Source: an optimization exercise on an open RTL-to-GDS flow (aim: small area, a short achievable clock period and few clock cycles). Production flows keep margins and buffers that such runs may drop.
RTL that was checked went through simulation tests only; none was proved equivalent to the original.

==> flow/design.v <==
module fxp_smul
#( parameter QINT=8,
    parameter QFRAC=16)
(out, a, b);
    localparam BIT_WIDTH = QINT + QFRAC; 
    output signed [BIT_WIDTH-1:0] out;
    input signed [BIT_WIDTH-1:0] a;
    input signed [BIT_WIDTH-1:0] b;
    wire [BIT_WIDTH*2-1:0] mul_out;
    assign mul_out = a * b;
    assign out = {mul_out[BIT_WIDTH*2-1],mul_out[BIT_WIDTH*2-QINT-2:QFRAC]};
endmodule
module cordic(i_clk, i_rst, i_en, o_vld, o_cosine, o_sine, i_theta);
    input i_clk;
    input i_rst;
    input i_en;
    input signed [23:0] i_theta;
    output signed [23:0] o_cosine;
    output signed [23:0] o_sine;
    output o_vld;
    localparam W = 19;
    localparam R = 21;
    reg signed [W-1:0] r1, r2, q;
    reg signed [R-1:0] p;        
    reg [1:0]          mode;     
    reg [5:0]          cnt;      
    reg                busy;
    reg                lst;      
    reg                rw;       
    reg                dbl;      
    reg [3:0]          sh1;      
    reg [3:0]          sh2n;     
    reg                i1, i2;   
    reg                ip;       
    reg                m1;       
    reg                vld;
    assign o_vld = vld;
    assign o_cosine = {{6{r2[W-1]}}, r2[W-1:1]};
    assign o_sine   = {{6{r1[W-1]}}, r1[W-1:1]};
    wire [4:0] ai = cnt[5:1];
    wire [16:0] ang =
        ai == 5'd0  ? (dbl ? 17'h1921e : 17'h0) :
        ai == 5'd1  ? 17'h76b1 :
        ai == 5'd2  ? 17'h3eb6 :
        ai == 5'd3  ? 17'h1fd5 :
        ai == 5'd4  ? 17'h0ffa :
        ai == 5'd5  ? 17'h07ff :
        ai == 5'd6  ? 17'h03ff :
        ai == 5'd7  ? 17'h01ff :
        ai == 5'd8  ? 17'h00ff :
        ai == 5'd9  ? 17'h007f :
        ai == 5'd10 ? 17'h003f :
        ai == 5'd11 ? 17'h001f :
        ai == 5'd12 ? 17'h0010 :
        ai == 5'd13 ? 17'h0008 :
        ai == 5'd14 ? 17'h0004 : 17'h0000;
    wire signed [W-1:0] a1 = rw ? r1 : q;
    wire signed [W-1:0] a2 = rw ? r2 : p[W-1:0];
    wire signed [W-1:0] s1 = (i1 ? ~r2 : r2) >>> sh1;
    wire signed [W-1:0] s2 = (i2 ? ~r1 : r1) >>> (~sh2n);
    wire c1 = (rw & i1) | (m1 & ~|r2[1:0]);
    wire c2 = (rw & i2) | (m1 & ~|r1[1:0]);
    wire [W:0]  t1 = {a1, c1} + {s1, c1};
    wire [W:0]  t2 = {a2, c2} + {s2, c2};
    wire [R:0]  tp = {p, ip} + {ip ? ~{4'd0, ang} : {4'd0, ang}, ip};
    wire signed [W-1:0] n1 = t1[W:1];
    wire signed [W-1:0] n2 = t2[W:1];
    wire signed [R-1:0] pa = tp[R:1];
    wire pn = mode[1] ? (pa[R-1] | (mode[0] & ~pa[R-2])) : mode[0];
    wire [4:0] th = i_theta[23:19];
    wire [1:0] mode0 = th == 5'd0 ? 2'b10 : th == 5'h1f ? 2'b11 : {1'b0, i_theta[23]};
    wire d0n = i_theta[23];
    wire d1n = d0n ? (i_theta < -24'sd51471) : (i_theta < 24'sd51471);
    wire [W-1:0] pe = i_en ? i_theta[W-1:0] : pa[W-1:0];
    wire [5:0] cn = cnt + 6'd1;
    wire       rn = cn < 6'd30;    
    wire [3:0] shn = rn ? cn[4:1] : (cn == 6'd34 ? 4'd4 : 4'd2);
    wire       minv = cn != 6'd34;
    wire       sub1 = pn ^ cn[0];
    always @(posedge i_clk) begin
        if (i_rst) begin
            busy <= 1'b0;
            vld  <= 1'b0;
        end else if (i_en) begin
            busy <= 1'b1;
            vld  <= 1'b0;
        end else begin
            vld <= busy && cnt == 6'd35;
            if (busy && cnt == 6'd35) busy <= 1'b0;
        end
        if (lst) q <= n1;
        p[W-1:0] <= (lst & ~i_en) ? n2 : pe;
        if (i_en) begin
            r1   <= 19'sh10000;
            r2   <= d0n ? -19'sh10000 : 19'sh10000;
            p[R-1:W] <= 2'b00;
            mode <= mode0;
            dbl  <= d0n == d1n;
            cnt  <= 6'd1;
            lst  <= 1'b0;
            rw   <= 1'b1;
            sh1  <= 4'd0;
            sh2n <= 4'd15;
            i1   <= ~d1n;
            i2   <=  d1n;
            ip   <= ~d0n;
            m1   <= 1'b0;
        end else begin
            cnt <= cn;
            r1 <= n2;
            r2 <= n1;
            p[R-1:W] <= pa[R-1:W];
            lst  <= cn == 6'd29;
            rw   <= rn;
            sh1  <= shn;
            sh2n <= ~shn;
            i1   <= rn ?  sub1 : minv;
            i2   <= rn ? ~sub1 : minv;
            ip   <= rn & ~pn;
            m1   <= cn == 6'd30;
        end
    end
endmodule
==> flow/config.mk <==
export PLATFORM = sky130hd
export DESIGN_NAME = cordic
export DESIGN_NICKNAME = cordic
export VERILOG_FILES = /design/flow/design.v
export SDC_FILE = /design/flow/constraint.sdc
export NUM_CORES = 4
export LEC_CHECK = 0
export ABC_AREA = 1
export CAP_MARGIN = 20
export CORE_MARGIN = 2
export CORE_UTILIZATION = 40
export SETUP_SLACK_MARGIN = 5
export SLEW_MARGIN = 20
export TNS_END_PERCENT = 0
==> flow/constraint.sdc <==
create_clock -name core_clock -period 10.0 [get_ports {i_clk}]
set_input_delay 2.0000 -clock core_clock [delete_from_list [all_inputs] [get_ports {i_clk}]]
set_output_delay 2.0000 -clock core_clock [all_outputs]
set_load 0.01 [all_outputs]
standard.sh (not shown) runs the stock make flow with config.mk's settings and CLKGATE_MAP_FILE= SYNTH_SCRIPT=/design/flow/synth_recipe.tcl, a recipe that flattens the netlist after the stock synthesis.
==> flow/flow/run.sh <==
#!/bin/bash
# The standard layout (the standard.sh), except that the port buffers
# buffer_ports inserts are buf_1 cells instead of the larger delay buffers it
# picks by default (every port still gets one), and repair_timing aims at a
# setup slack margin of 6.5 ns.
set -euo pipefail
export BUFFER_PORTS_ARGS="-buffer_cell sky130_fd_sc_hd__buf_1"
bash standard.sh SETUP_SLACK_MARGIN=6.5 finish > standard_flow.log 2>&1
Testbench counts at the start, summed over its fixed seeds: cycles 73,736.
Change:
--- a/flow/design.v
+++ b/flow/design.v
@@ -24,14 +24,14 @@
     reg signed [R-1:0] p;        
     reg [1:0]          mode;     
     reg [5:0]          cnt;      
     reg                busy;
-    reg                lst;      
     reg                rw;       
     reg                dbl;      
     reg [3:0]          sh1;      
     reg [3:0]          sh2n;     
     reg                i1, i2;   
+    reg                i1hn, i2hn;  
     reg                ip;       
     reg                m1;       
     reg                vld;
     assign o_vld = vld;
@@ -53,12 +53,12 @@
         ai == 5'd11 ? 17'h001f :
         ai == 5'd12 ? 17'h0010 :
         ai == 5'd13 ? 17'h0008 :
         ai == 5'd14 ? 17'h0004 : 17'h0000;
-    wire signed [W-1:0] a1 = rw ? r1 : q;
-    wire signed [W-1:0] a2 = rw ? r2 : p[W-1:0];
-    wire signed [W-1:0] s1 = (i1 ? ~r2 : r2) >>> sh1;
-    wire signed [W-1:0] s2 = (i2 ? ~r1 : r1) >>> (~sh2n);
+    wire signed [W-1:0] a1 = rw ? r1 : m1 ? r2 : q;
+    wire signed [W-1:0] a2 = rw ? r2 : m1 ? r1 : p[W-1:0];
+    wire signed [W-1:0] s1 = $signed({r2[W-1:10] ^ {(W-10){~i1hn}}, r2[9:0] ^ {10{i1}}}) >>> sh1;
+    wire signed [W-1:0] s2 = $signed({r1[W-1:10] ^ {(W-10){~i2hn}}, r1[9:0] ^ {10{i2}}}) >>> (~sh2n);
     wire c1 = (rw & i1) | (m1 & ~|r2[1:0]);
     wire c2 = (rw & i2) | (m1 & ~|r1[1:0]);
     wire [W:0]  t1 = {a1, c1} + {s1, c1};
     wire [W:0]  t2 = {a2, c2} + {s2, c2};
@@ -87,36 +87,38 @@
         end else begin
             vld <= busy && cnt == 6'd35;
             if (busy && cnt == 6'd35) busy <= 1'b0;
         end
-        if (lst) q <= n1;
-        p[W-1:0] <= (lst & ~i_en) ? n2 : pe;
+        if (m1) q <= r2;
+        p[W-1:0] <= (m1 & ~i_en) ? r1 : pe;
         if (i_en) begin
             r1   <= 19'sh10000;
             r2   <= d0n ? -19'sh10000 : 19'sh10000;
             p[R-1:W] <= 2'b00;
             mode <= mode0;
             dbl  <= d0n == d1n;
             cnt  <= 6'd1;
-            lst  <= 1'b0;
             rw   <= 1'b1;
             sh1  <= 4'd0;
             sh2n <= 4'd15;
             i1   <= ~d1n;
             i2   <=  d1n;
+            i1hn <=  d1n;
+            i2hn <= ~d1n;
             ip   <= ~d0n;
             m1   <= 1'b0;
         end else begin
             cnt <= cn;
             r1 <= n2;
             r2 <= n1;
             p[R-1:W] <= pa[R-1:W];
-            lst  <= cn == 6'd29;
             rw   <= rn;
             sh1  <= shn;
             sh2n <= ~shn;
             i1   <= rn ?  sub1 : minv;
             i2   <= rn ? ~sub1 : minv;
+            i1hn <= ~(rn ?  sub1 : minv);
+            i2hn <= ~(rn ? ~sub1 : minv);
             ip   <= rn & ~pn;
             m1   <= cn == 6'd30;
         end
     end
Non-clock buffer count came out lower by 4.
Die area came out higher by 1.0%.
Hold slack gets better by 3.2 ps.
Maximum frequency came out lower by 1.4%.
Setup slack gets worse by 47 ps.
Cell count came out higher by 4.3%.
Utilization came out lower by 0.61 points.
Only the layout flow was run in the second run of this note; the RTL was not checked for function there.

Setup of the baseline:
// cordic: RTL as listed in full above, without the edits since
clock: 10.0 ns
lec_check: 0
cap_margin: 20
core_margin: 2
core_utilization: 40
setup_slack_margin: 5
slew_margin: 20
==> flow/flow/run.sh <==
#!/bin/bash
# The standard layout (the standard.sh), except that the port buffers
# buffer_ports inserts are buf_1 cells instead of the larger delay buffers it
# picks by default (every port still gets one), and repair_timing aims at a
# setup slack margin of 6.0 ns.
set -euo pipefail
export BUFFER_PORTS_ARGS="-buffer_cell sky130_fd_sc_hd__buf_1"
bash standard.sh SETUP_SLACK_MARGIN=6.0 finish > standard_flow.log 2>&1
Testbench counts of the baseline, summed over its fixed seeds: cycles 73,736.
The inputs of the candidate differ from those of the baseline as listed below.
-- flow/design.v --
<<< the baseline, line 27
    reg                busy;
    reg                lst;      
    reg                rw;       
    reg                dbl;      
    reg [3:0]          sh1;      
    reg [3:0]          sh2n;     
    reg                i1, i2;   
    reg                ip;       
    reg                m1;       
>>> the candidate, line 27
    reg                busy;
    reg                lst;      
    reg                rw1;      
    reg                rw2n;     
    reg                dbl;      
    reg [3:0]          sh1;      
    reg [3:0]          sh2n;     
    reg                i1, i2;   
    reg                c1r, c2r; 
    reg                ip;       
    reg                m1;       
<<< the baseline, line 55
        ai == 5'd13 ? 17'h0008 :
        ai == 5'd14 ? 17'h0004 : 17'h0000;
    wire signed [W-1:0] a1 = rw ? r1 : q;
    wire signed [W-1:0] a2 = rw ? r2 : p[W-1:0];
    wire signed [W-1:0] s1 = (i1 ? ~r2 : r2) >>> sh1;
    wire signed [W-1:0] s2 = (i2 ? ~r1 : r1) >>> (~sh2n);
    wire c1 = (rw & i1) | (m1 & ~|r2[1:0]);
    wire c2 = (rw & i2) | (m1 & ~|r1[1:0]);
    wire [W:0]  t1 = {a1, c1} + {s1, c1};
    wire [W:0]  t2 = {a2, c2} + {s2, c2};
>>> the candidate, line 57
        ai == 5'd13 ? 17'h0008 :
        ai == 5'd14 ? 17'h0004 : 17'h0000;
    wire signed [W-1:0] a1 = rw1 ? r1 : q;
    wire signed [W-1:0] a2 = rw2n ? p[W-1:0] : r2;
    wire signed [W-1:0] s1 = (i1 ? ~r2 : r2) >>> sh1;
    wire signed [W-1:0] s2 = (i2 ? ~r1 : r1) >>> (~sh2n);
    wire c1 = c1r | (m1 & ~|r2[1:0]);
    wire c2 = c2r | (m1 & ~|r1[1:0]);
    wire [W:0]  t1 = {a1, c1} + {s1, c1};
    wire [W:0]  t2 = {a2, c2} + {s2, c2};
<<< the baseline, line 72
    wire d0n = i_theta[23];
    wire d1n = d0n ? (i_theta < -24'sd51471) : (i_theta < 24'sd51471);
    wire [W-1:0] pe = i_en ? i_theta[W-1:0] : pa[W-1:0];
    wire [5:0] cn = cnt + 6'd1;
    wire       rn = cn < 6'd30;    
>>> the candidate, line 74
    wire d0n = i_theta[23];
    wire d1n = d0n ? (i_theta < -24'sd51471) : (i_theta < 24'sd51471);
    wire [5:0] cn = cnt + 6'd1;
    wire       rn = cn < 6'd30;    
<<< the baseline, line 90
        end
        if (lst) q <= n1;
        p[W-1:0] <= (lst & ~i_en) ? n2 : pe;
        if (i_en) begin
            r1   <= 19'sh10000;
            r2   <= d0n ? -19'sh10000 : 19'sh10000;
            p[R-1:W] <= 2'b00;
            mode <= mode0;
            dbl  <= d0n == d1n;
            cnt  <= 6'd1;
            lst  <= 1'b0;
            rw   <= 1'b1;
            sh1  <= 4'd0;
            sh2n <= 4'd15;
            i1   <= ~d1n;
            i2   <=  d1n;
            ip   <= ~d0n;
            m1   <= 1'b0;
>>> the candidate, line 91
        end
        if (lst) q <= n1;
        if (i_en) begin
            r1   <= 19'sh10000;
            r2   <= d0n ? -19'sh10000 : 19'sh10000;
            p    <= {2'b00, i_theta[18:0]};
            mode <= mode0;
            dbl  <= d0n == d1n;
            cnt  <= 6'd1;
            lst  <= 1'b0;
            rw1  <= 1'b1;
            rw2n <= 1'b0;
            sh1  <= 4'd0;
            sh2n <= 4'd15;
            i1   <= ~d1n;
            i2   <=  d1n;
            c1r  <= ~d1n;
            c2r  <=  d1n;
            ip   <= ~d0n;
            m1   <= 1'b0;
<<< the baseline, line 110
            r1 <= n2;
            r2 <= n1;
            p[R-1:W] <= pa[R-1:W];
            lst  <= cn == 6'd29;
            rw   <= rn;
            sh1  <= shn;
            sh2n <= ~shn;
            i1   <= rn ?  sub1 : minv;
            i2   <= rn ? ~sub1 : minv;
            ip   <= rn & ~pn;
            m1   <= cn == 6'd30;
>>> the candidate, line 113
            r1 <= n2;
            r2 <= n1;
            if (lst) p[W-1:0] <= n2;
            else     p <= pa;
            lst  <= cn == 6'd29;
            rw1  <= rn;
            rw2n <= ~rn;
            sh1  <= shn;
            sh2n <= ~shn;
            i1   <= rn ?  sub1 : minv;
            i2   <= rn ? ~sub1 : minv;
            c1r  <= rn &  sub1;
            c2r  <= rn & ~sub1;
            ip   <= rn & ~pn;
            m1   <= cn == 6'd30;
[summary]
Multiplexer share of the synthesized area: the candidate vs the baseline up 0.35 points
Per the comparison of the candidate with the baseline, final net count lost about 0.34%, fraction of area in non-clock buffers lost 0.56 points, fmax lost about 0.3%, multi-input combinational cell area picked up an extra 1.4%, number of instances in the placed design picked up an extra about 0.7%.
Area of placed instances: higher on the candidate
The candidate reports its most common cell after layout, fill and taps aside as sky130_fd_sc_hd__nand2_1 while the baseline reports sky130_fd_sc_hd__nor2_1.
When the candidate is measured against the baseline, its maximum number of pins on one net before global-route repair turns out 56% higher.
Wire length, the candidate and the baseline, lower one = the baseline.
For the candidate, only the layout was checked, not whether the RTL still works.

## static timing again, ports no longer ideal
The results above use ideal ports. As a check the final layouts listed here were re-extracted and re-timed, cells and wires unchanged. Step 1 sets driving cells, clkbuf_16 on the clock port and buf_2 on the other inputs (assumed; they add their load-dependent delay and slew). Step 2 times the ports against the registers' clock, not the clock port: input delays grow and output delays shrink by t, the midpoint of the rising clock arrivals with the driver on. Three values: no drivers, after step 1, after step 2; two values: the first two.
run	shift t [ns]	slack for setup (ns)	pins driven straight from the clock port
the first run of note 1	0.397	6.649 / 6.649 / 6.319	1
the second run of note 1	0.408	6.602 / 6.602 / 6.316	1
the baseline	0.407	6.043 / 6.043 / 6.043	1
the candidate	0.409	6.031 / 6.031 / 5.888	1
After both steps every run listed still meets setup and hold. The setup slack of the first run of note 1, which loses most, moves by 0.000 ns with the drivers and by -0.330 ns with both steps.
